Source: an optimization exercise on an open RTL-to-GDS flow (aim: small area and a short achievable clock period). Production flows keep margins and buffers that such runs may drop. Where RTL was checked, it was by simulation tests only, not by an equivalence proof against the original.

## lane 1
// Subsystem
module Subsystem
          (clk,
           reset_x,
           clk_enable,
           in1,
           ce_out,
           Out1,
           Out2);
Size in the first run: roughly 1700 cells after synthesis, ~0.012 mm2 of cells after synthesis.
clock: 15.0 ns
lec_check: 0
abc_area: 1
cap_margin: 20
core_margin: 2
core_utilization: 40
setup_slack_margin: 4
slew_margin: 20
run.sh (not shown) runs the stock make flow with config.mk's settings and CLKGATE_MAP_FILE= SYNTH_SCRIPT=/design/flow/synth_recipe.tcl, a recipe that flattens the netlist after the stock synthesis.
Lane 1 has completed all stages; timing, DRC and antenna checks passed.
> inputs changed (lane 1 -> lane 2)
- a deleted SETUP_SLACK_MARGIN that had been 4
Results
When the final numbers for lane 1 and lane 2 were put side by side, the routed wire length turned out to be greater in lane 1.
The maximum frequency number comes out higher for lane 1 vs lane 2.
Compared with lane 1, lane 2 shows a lower fraction of the core area covered by cells at the end of the flow.
In lane 2 relative to lane 1, final design area excluding fillers had gone down by a few percent.
Worst reg2reg path depth, lane 2 vs lane 1: up by more than 100%
Comparing lane 1 and lane 2, final worst-path setup slack is lower on lane 2.
Count of filler cells inserted in the layout, lane 1 and lane 2: lower on lane 1
Function was not checked in any run of this note: the RTL went through the layout flow alone.

---

run A:
Another version of the RTL of Subsystem (not shown whole).
For scale: roughly 1700 cells after synthesis, roughly 40 I/O pins.
clock: 15.0 ns
lec_check: 0
abc_area: 1
cap_margin: 20
core_margin: 2
core_utilization: 40
setup_slack_margin: 5
slew_margin: 20
Run A ran to completion and came out clean on the timing, DRC and antenna checks.
--- input diff run A..run B ---
Settings: a change of CAP_MARGIN from 20 to 50; a change of SLEW_MARGIN from 20 to 70.
==> run summary <==
- Delta (run B minus run A): routed length on met1 shows a reduction of 420 um; post-route standard cell area excluding fillers rose by about 3.3%.
- On area growth from synthesis to final layout, the higher figure sits with run B, not run A.

---

02-26:
Another version of the RTL of Subsystem (not shown whole).
Size in the first run: roughly 100 flip-flops, roughly 40 I/O pins.
clock: 15.0 ns
lec_check: 0
cap_margin: 20
core_margin: 2
core_utilization: 40
slew_margin: 20
Edits applied to the flow inputs when going from 02-26 to 02-25:
-- flow/config.mk --
<<< 02-26, line 7
export LEC_CHECK = 0
export CAP_MARGIN = 20
>>> 02-25, line 7
export LEC_CHECK = 0
export ABC_AREA = 1
export CAP_MARGIN = 20
### Flow results
- In the flow results for 02-25 and 02-26, the inserted tap cell count is smaller on 02-26.
- 02-26 → 02-25: number of instances in the placed design grew by 364, post-cts gate resize count went down, core utilization now sits lower.
- 02-25 vs 02-26: via count of the first global-routing pass up
- Of 02-25 and 02-26, it is 02-25 that has the lower area taken by multi-input logic gates.
- Changes observed in 02-25 relative to 02-26: share of the synthesized area in compound gates (AO/OA/AOI/OAI) dropped 10 points, share of the final layout cell area in multi-input gates went down.
No functional check of the RTL was part of any run of this note.

---

## JK
Subsystem, a different RTL version from the one above (not shown whole).
For scale: roughly 2200 cells after synthesis, about 74 flip-flops, roughly 40 I/O pins, ~15000 sq um of cells after synthesis.
==> flow/config.mk <==
export PLATFORM = sky130hd
export DESIGN_NAME = Subsystem
export DESIGN_NICKNAME = Subsystem
export VERILOG_FILES = /design/flow/design.v
export SDC_FILE = /design/flow/constraint.sdc
export NUM_CORES = 4
export LEC_CHECK = 0
export ABC_AREA = 1
export CAP_MARGIN = 40
export CORE_MARGIN = 2
export CORE_UTILIZATION = 50
export SETUP_SLACK_MARGIN = 5
export SLEW_MARGIN = 60
==> flow/constraint.sdc <==
create_clock -name core_clock -period 15.0 [get_ports {clk}]
set_input_delay 3.0000 -clock core_clock [delete_from_list [all_inputs] [get_ports {clk}]]
set_output_delay 3.0000 -clock core_clock [all_outputs]
set_load 0.01 [all_outputs]
#### Input delta (MS over JK)
Settings: SLEW_MARGIN changed from 60 to 70; CAP_MARGIN changed from 40 to 50; CORE_UTILIZATION changed from 50 to 55.
## What came out
- From JK to MS the numbers moved as follows: final routed wirelength across all metal layers has remained practically unchanged; worst setup slack after layout has increased.
- [MS vs JK] average wire per cell in the routed design: higher in MS
- Compared with JK, MS shows a higher design area.
- JK → MS: signed area change from the synthesized netlist to the final layout now sits higher; required time at the worst-slack endpoint now sits lower; number of violations reported at the end of detailed-routing iteration 0 now sits higher.
- Changes observed in MS relative to JK: number of global-route vias before repair has increased; number of storage elements in the synthesis netlist has remained practically unchanged.
Changes in AL relative to MS:
Settings: ABC_AREA now 0, was 1.
Notes after the runs:
AL has sequential share of cell area below what MS had. Of AL and MS, the run reporting the lower final critical delay including setup and external delays was MS. On final routed wirelength across all metal layers, the higher figure sits with AL, not MS.

## port drivers added, routing unchanged
The results above use ideal ports. As a check the final layouts listed here were re-extracted and re-timed, cells and wires unchanged.
Step 1 assumes that a clkbuf_16 drives the clock port and a buf_2 every other input.
Step 2 adds t to the input delays and takes it off the output delays; t is the mean of the earliest and latest rising clock arrival at the registers after step 1. Input paths then give back, and output paths get back, about the clock's delay inside the block.
Slacks: ideal / step 1 / step 2; pairs: ideal / step 1.
run | t (ns) | setup slack, ns | worst hold slack (ns) | worst data-port slew with drivers (ns)
lane 1 | 0.399 | 4.477 / 4.477 / 4.477 | 0.409 / 0.409 / 0.409 | 0.05
lane 2 | 0.398 | 2.215 / 2.215 / 2.215 | 0.411 / 0.411 / 0.411 | 0.05
run A | 0.403 | 5.237 / 5.237 / 5.237 | 0.414 / 0.414 / 0.414 | 0.05
run B | 0.397 | 5.216 / 5.216 / 5.216 | 0.413 / 0.413 / 0.413 | 0.06
02-26 | 0.413 | 0.638 / 0.638 / 0.638 | 0.480 / 0.480 / 0.480 | 0.04
02-25 | 0.431 | 1.268 / 1.268 / 1.268 | 0.417 / 0.417 / 0.417 | 0.06
JK | 0.383 | 6.721 / 6.721 / 6.721 | 0.420 / 0.420 / 0.420 | 0.03
MS | 0.393 | 6.856 / 6.856 / 6.856 | 0.460 / 0.460 / 0.460 | 0.05
AL | 0.382 | 5.575 / 5.575 / 5.575 | 0.442 / 0.442 / 0.442 | 0.04
After both steps every run listed still meets setup and hold.
